Context: an optimization exercise on an open-source flow, tuned for small area and a short achievable clock period. The choices shown serve that exercise and are no tape-out recipe. Power is estimated from default activity; no workload was simulated.

## yarrow
==> flow/design.v <==
module ALU_TOP #(parameter inWidth = 8,
                 parameter outWidth = 16)
(
    input wire [inWidth-1 : 0] A,B,
    input wire [3:0] ALU_FUN,
    input CLK, RST,
    output reg Arith_Enable,Logic_Enable,CMP_Enable,Shift_Enable,
    output wire [outWidth-1:0] Arith_OUT,
    output reg Carry_OUT,Arith_Flag,
    output wire [outWidth-1:0] Logic_OUT,
    output reg Logic_Flag,
    output wire [4-1:0] CMP_OUT,
    output reg CMP_Flag,
    output wire [outWidth-1:0] SHIFT_OUT,
    output reg SHIFT_Flag
);
    wire [1:0] op = ALU_FUN[1:0];
    wire       sub = ~Arith_Enable | op[0];
    wire [7:0] bx  = B ^ {8{sub}};
    wire [8:0] ac;
    wire [8:0] s;
    assign ac[0] = sub;
    genvar i, j;
    generate
        for (i = 0; i < 8; i = i + 1) begin : addsub
            assign s[i]    = A[i] ^ bx[i] ^ ac[i];
            assign ac[i+1] = (A[i] & bx[i]) | (A[i] & ac[i]) | (bx[i] & ac[i]);
        end
    endgenerate
    assign s[8] = ac[8];
    wire borrow = ~s[8];
    wire [15:0] nprod;
    wire [7:0] ms [0:7];    
    wire [7:0] mc [0:7];    
    generate
        for (j = 0; j < 8; j = j + 1) begin : mrow0
            assign ms[0][j] = ~(A[j] & B[0]);
            assign mc[0][j] = 1'b1;
        end
        for (i = 1; i < 8; i = i + 1) begin : mrow
            for (j = 0; j < 8; j = j + 1) begin : mcell
                wire a = ~(A[j] & B[i]);
                wire b = (j == 7) ? 1'b1 : ms[i-1][(j == 7) ? 0 : j+1];
                wire c = mc[i-1][j];
                assign ms[i][j] = a ^ b ^ c;
                assign mc[i][j] = (a & b) | (a & c) | (b & c);
            end
        end
        for (i = 0; i < 8; i = i + 1) begin : mlow
            assign nprod[i] = ms[i][0];
        end
        wire [8:0] fc;
        assign fc[0] = 1'b1;
        for (j = 0; j < 8; j = j + 1) begin : mfinal
            wire x = (j == 7) ? 1'b1 : ms[7][(j == 7) ? 0 : j+1];
            wire y = mc[7][j];
            assign nprod[8+j] = x ^ y ^ fc[j];
            assign fc[j+1]    = (x & y) | (x & fc[j]) | (y & fc[j]);
        end
    endgenerate
    wire [15:0] prod = ~nprod;
    wire [7:0] quo;
    wire [7:0] rem [0:8];
    assign rem[8] = A;
    generate
        for (i = 7; i >= 0; i = i - 1) begin : div
            wire [8-i:0] d = {1'b0, rem[i+1][7:i]} - {1'b0, B[7-i:0]};
            wire bhz;
            if (i == 0) begin : top0
                assign bhz = 1'b1;
            end else begin : topn
                assign bhz = ~|B[7:8-i];
            end
            assign quo[i] = bhz & ~d[8-i];
            if (i == 0) begin : r0
                assign rem[i] = quo[i] ? d[7:0] : rem[i+1];
            end else begin : rn
                assign rem[i] = quo[i] ? {d[7-i:0], rem[i+1][i-1:0]} : rem[i+1];
            end
        end
    endgenerate
    wire bz = ~|B;
    reg [8:0] arith_lo;    
    reg [6:0] arith_hi;    
    always @* begin
        case (op)
            2'b00: begin arith_lo = s;               arith_hi = 7'd0;         end
            2'b01: begin arith_lo = {borrow, s[7:0]}; arith_hi = {7{borrow}}; end
            2'b10: begin arith_lo = prod[8:0];       arith_hi = prod[15:9];   end
            default: begin arith_lo = {bz, quo};     arith_hi = {7{bz}};      end
        endcase
    end
    reg [15:0] arith_q;
    always @(posedge CLK or negedge RST) begin
        if (!RST) begin
            arith_q   <= 16'd0;
            Carry_OUT <= 1'b0;
        end else if (Arith_Enable) begin
            arith_q   <= {arith_hi, arith_lo};
            Carry_OUT <= (op == 2'b00) & s[8];
        end
    end
    assign Arith_OUT = arith_q;
    reg [7:0] logic_lo;
    reg       logic_hi;
    wire [7:0] lres = (op[0] ? (A | B) : (A & B)) ^ {8{op[1]}};
    always @(posedge CLK or negedge RST) begin
        if (!RST) begin
            logic_lo <= 8'd0;
            logic_hi <= 1'b0;
        end else if (Logic_Enable) begin
            logic_lo <= lres;
            logic_hi <= op[1];
        end
    end
    assign Logic_OUT = {{8{logic_hi}}, logic_lo};
    reg [1:0] cmp_q;
    wire ge = s[8];
    wire eq = ~|s[7:0];
    wire gt = ge & ~eq;
    wire lt = ~ge;
    always @(posedge CLK or negedge RST) begin
        if (!RST)
            cmp_q <= 2'd0;
        else if (CMP_Enable) begin
            cmp_q[0] <= (op == 2'b01) ? eq : (op == 2'b11) ? lt : 1'b0;
            cmp_q[1] <= (op == 2'b10) ? gt : (op == 2'b11) ? lt : 1'b0;
        end
    end
    assign CMP_OUT = {2'b00, cmp_q};
    reg  [8:0] shift_q;
    wire [7:0] sx = op[1] ? B : A;
    always @(posedge CLK or negedge RST) begin
        if (!RST)
            shift_q <= 9'd0;
        else if (Shift_Enable)
            shift_q <= op[0] ? {sx, 1'b0} : {2'b00, sx[7:1]};
    end
    assign SHIFT_OUT = {7'd0, shift_q};
    always @(posedge CLK or negedge RST) begin
        if (!RST) begin
            Arith_Enable <= 1'b0;
            Logic_Enable <= 1'b0;
            CMP_Enable   <= 1'b0;
            Shift_Enable <= 1'b0;
            Arith_Flag   <= 1'b0;
            Logic_Flag   <= 1'b0;
            CMP_Flag     <= 1'b0;
            SHIFT_Flag   <= 1'b0;
        end else begin
            Arith_Enable <= (ALU_FUN[3:2] == 2'b00);
            Logic_Enable <= (ALU_FUN[3:2] == 2'b01);
            CMP_Enable   <= (ALU_FUN[3:2] == 2'b10);
            Shift_Enable <= (ALU_FUN[3:2] == 2'b11);
            Arith_Flag   <= Arith_Enable;
            Logic_Flag   <= Logic_Enable;
            CMP_Flag     <= CMP_Enable;
            SHIFT_Flag   <= Shift_Enable;
        end
    end
endmodule
export LEC_CHECK = 0
export ABC_AREA = 1
export CAP_MARGIN = 20
export CORE_AREA = 10 10 170 170
export DIE_AREA = 0 0 180 180
export SLEW_MARGIN = 20
create_clock -name core_clock -period 32.0 [get_ports {CLK}]
standard.sh (not shown) runs the stock make flow with config.mk's settings and CLKGATE_MAP_FILE= SYNTH_SCRIPT=/design/flow/synth_recipe.tcl, a recipe that flattens the netlist after the stock synthesis.
==> flow/flow/run.sh <==
#!/bin/bash
# The standard layout, with the port buffers made of the smallest buffer cell
set -euo pipefail
bash standard.sh "BUFFER_PORTS_ARGS=-buffer_cell sky130_fd_sc_hd__buf_1" finish > flow_make.log 2>&1
The final layout from yarrow, which completed every stage, passed the timing, DRC and antenna checks at the end of the flow.
Input-level comparison between indigo and yarrow:
Settings: CTS_BUF_LIST now sky130_fd_sc_hd__clkbuf_2 sky130_fd_sc_hd__clkbuf_4 sky130_fd_sc_hd__clkbuf_8, previously not set.
--- a/flow/flow/run.sh
+++ b/flow/flow/run.sh
@@ -2 +2,2 @@
-# The standard layout, with the port buffers made of the smallest buffer cell
+# The standard layout (standard.sh, unchanged synthesis), with the port
+# buffers made of the smallest buffer cell instead of a delay cell.
--- outcome ---
In terms of period utilization, yarrow and indigo differ only marginally. Comparing yarrow and indigo, post-detailed-route wirelength per cell is lower on indigo. There was hardly any difference in gate count of the mapped netlist between indigo and yarrow. Comparing yarrow with indigo, the global-route usage came out essentially unchanged. As far as die span in x goes, yarrow and indigo are indistinguishable; the numbers are identical. Proportion of power drawn by combinational gates up 2.9 points in indigo wrt yarrow. Diff yarrow and indigo: wire length of the first global-routing pass lower in indigo. According to the power report, total power for indigo is lower than for yarrow.
#### Input delta (zinc over indigo)
Settings: removing DIE_AREA (formerly 0 0 180 180); setting CORE_UTILIZATION to 60 for the first time; removing CTS_BUF_LIST (formerly sky130_fd_sc_hd__clkbuf_2 sky130_fd_sc_hd__clkbuf_4 sky130_fd_sc_hd__clkbuf_8); removing CORE_AREA (formerly 10 10 170 170); setting CORE_MARGIN to 2 for the first time.
==> flow/run.sh (new file) <==
#!/bin/bash
# synth_recipe.tcl (not shown) runs the flow's synth.tcl, then flattens the netlist and writes it again
# the make line also repeats each setting of config.mk as NAME=value (left out here)
make -C /OpenROAD-flow-scripts/flow DESIGN_CONFIG=/design/flow/config.mk WORK_HOME=/design/flow/orfs CLKGATE_MAP_FILE= SYNTH_SCRIPT=/design/flow/synth_recipe.tcl finish
removed: flow/flow/run.sh
removed: flow/standard.sh
### Flow results
On tightest hold margin, indigo beats zinc.
Cmp indigo and zinc / max-slew headroom at the worst pin / lower: indigo
zinc against indigo: total global-route track usage increased 19 points; detailed-route vias per instance has increased; signed area change from the synthesized netlist to the final layout saw an increase.
Changes observed in zinc relative to indigo: static leakage has increased; total wire length dropped 2200 um.
Between indigo and zinc, site row count is higher for indigo, zinc comes in under that.
Edits applied to the flow inputs when going from zinc to willow:
Settings: CORE_AREA newly set to 10 10 170 170; CORE_MARGIN removed (was 2); CORE_UTILIZATION removed (was 60); DIE_AREA newly set to 0 0 180 180; CTS_BUF_LIST newly set to sky130_fd_sc_hd__clkbuf_2 sky130_fd_sc_hd__clkbuf_4 sky130_fd_sc_hd__clkbuf_8.
==> flow/flow/run.sh (new file) <==
#!/bin/bash
# The standard layout, with the port buffers made of the smallest buffer
# cell, and timing repair asked for extra setup margin
set -euo pipefail
bash standard.sh "BUFFER_PORTS_ARGS=-buffer_cell sky130_fd_sc_hd__buf_1" SETUP_SLACK_MARGIN=19 finish > flow_make.log 2>&1
==> flow/standard.sh (new file) <==
#!/bin/bash
# synth_recipe.tcl (not shown) runs the flow's synth.tcl, then flattens the netlist and writes it again
# the make line also repeats each setting of config.mk as NAME=value (left out here)
make -C /OpenROAD-flow-scripts/flow DESIGN_CONFIG=/design/flow/config.mk WORK_HOME=/design/flow/orfs CLKGATE_MAP_FILE= SYNTH_SCRIPT=/design/flow/synth_recipe.tcl "${@:-finish}"
removed: flow/run.sh
--- outcome ---
Delta (willow minus zinc): final design area excluding fillers now sits higher; CTS clock-pin slew for the worst setup and hold paths did not really move; wire length after detailed routing up 4000 um; worst voltage drop across the vdd grid decreased 27%.
Function was not checked in any run of this note: the RTL went through the layout flow alone.

## port drivers added, routing unchanged
The results above use ideal ports. As a check the final layouts listed here were re-extracted and re-timed, cells and wires unchanged. Step 1 assumes that a clkbuf_16 drives the clock port and a buf_2 every other input. Step 2 adds t to the input delays and takes it off the output delays; t is the mean of the earliest and latest rising clock arrival at the registers after step 1. Input paths then give back, and output paths get back, about the clock's delay inside the block. Three values: ideal ports, drivers, drivers and shift; two values: the first two.
run	t (ns)	setup slack, ns	worst hold slack (ns)	worst setup path at the end	latest minus earliest clock arrival (ns)
yarrow	0.331	16.805 / 16.804 / 16.474	0.484 / 0.484 / 0.484	input to register	0.014 / 0.015
indigo	0.346	16.847 / 16.843 / 16.497	0.487 / 0.487 / 0.487	input to register	0.025 / 0.025
zinc	0.328	16.243 / 16.244 / 15.916	0.449 / 0.449 / 0.449	input to register	0.007 / 0.008
willow	0.351	18.205 / 18.203 / 17.852	0.455 / 0.455 / 0.455	input to register	0.007 / 0.007
After both steps every run listed still meets setup and hold. The setup slack of willow, which loses most, moves by -0.002 ns with the drivers and by -0.353 ns with both steps.
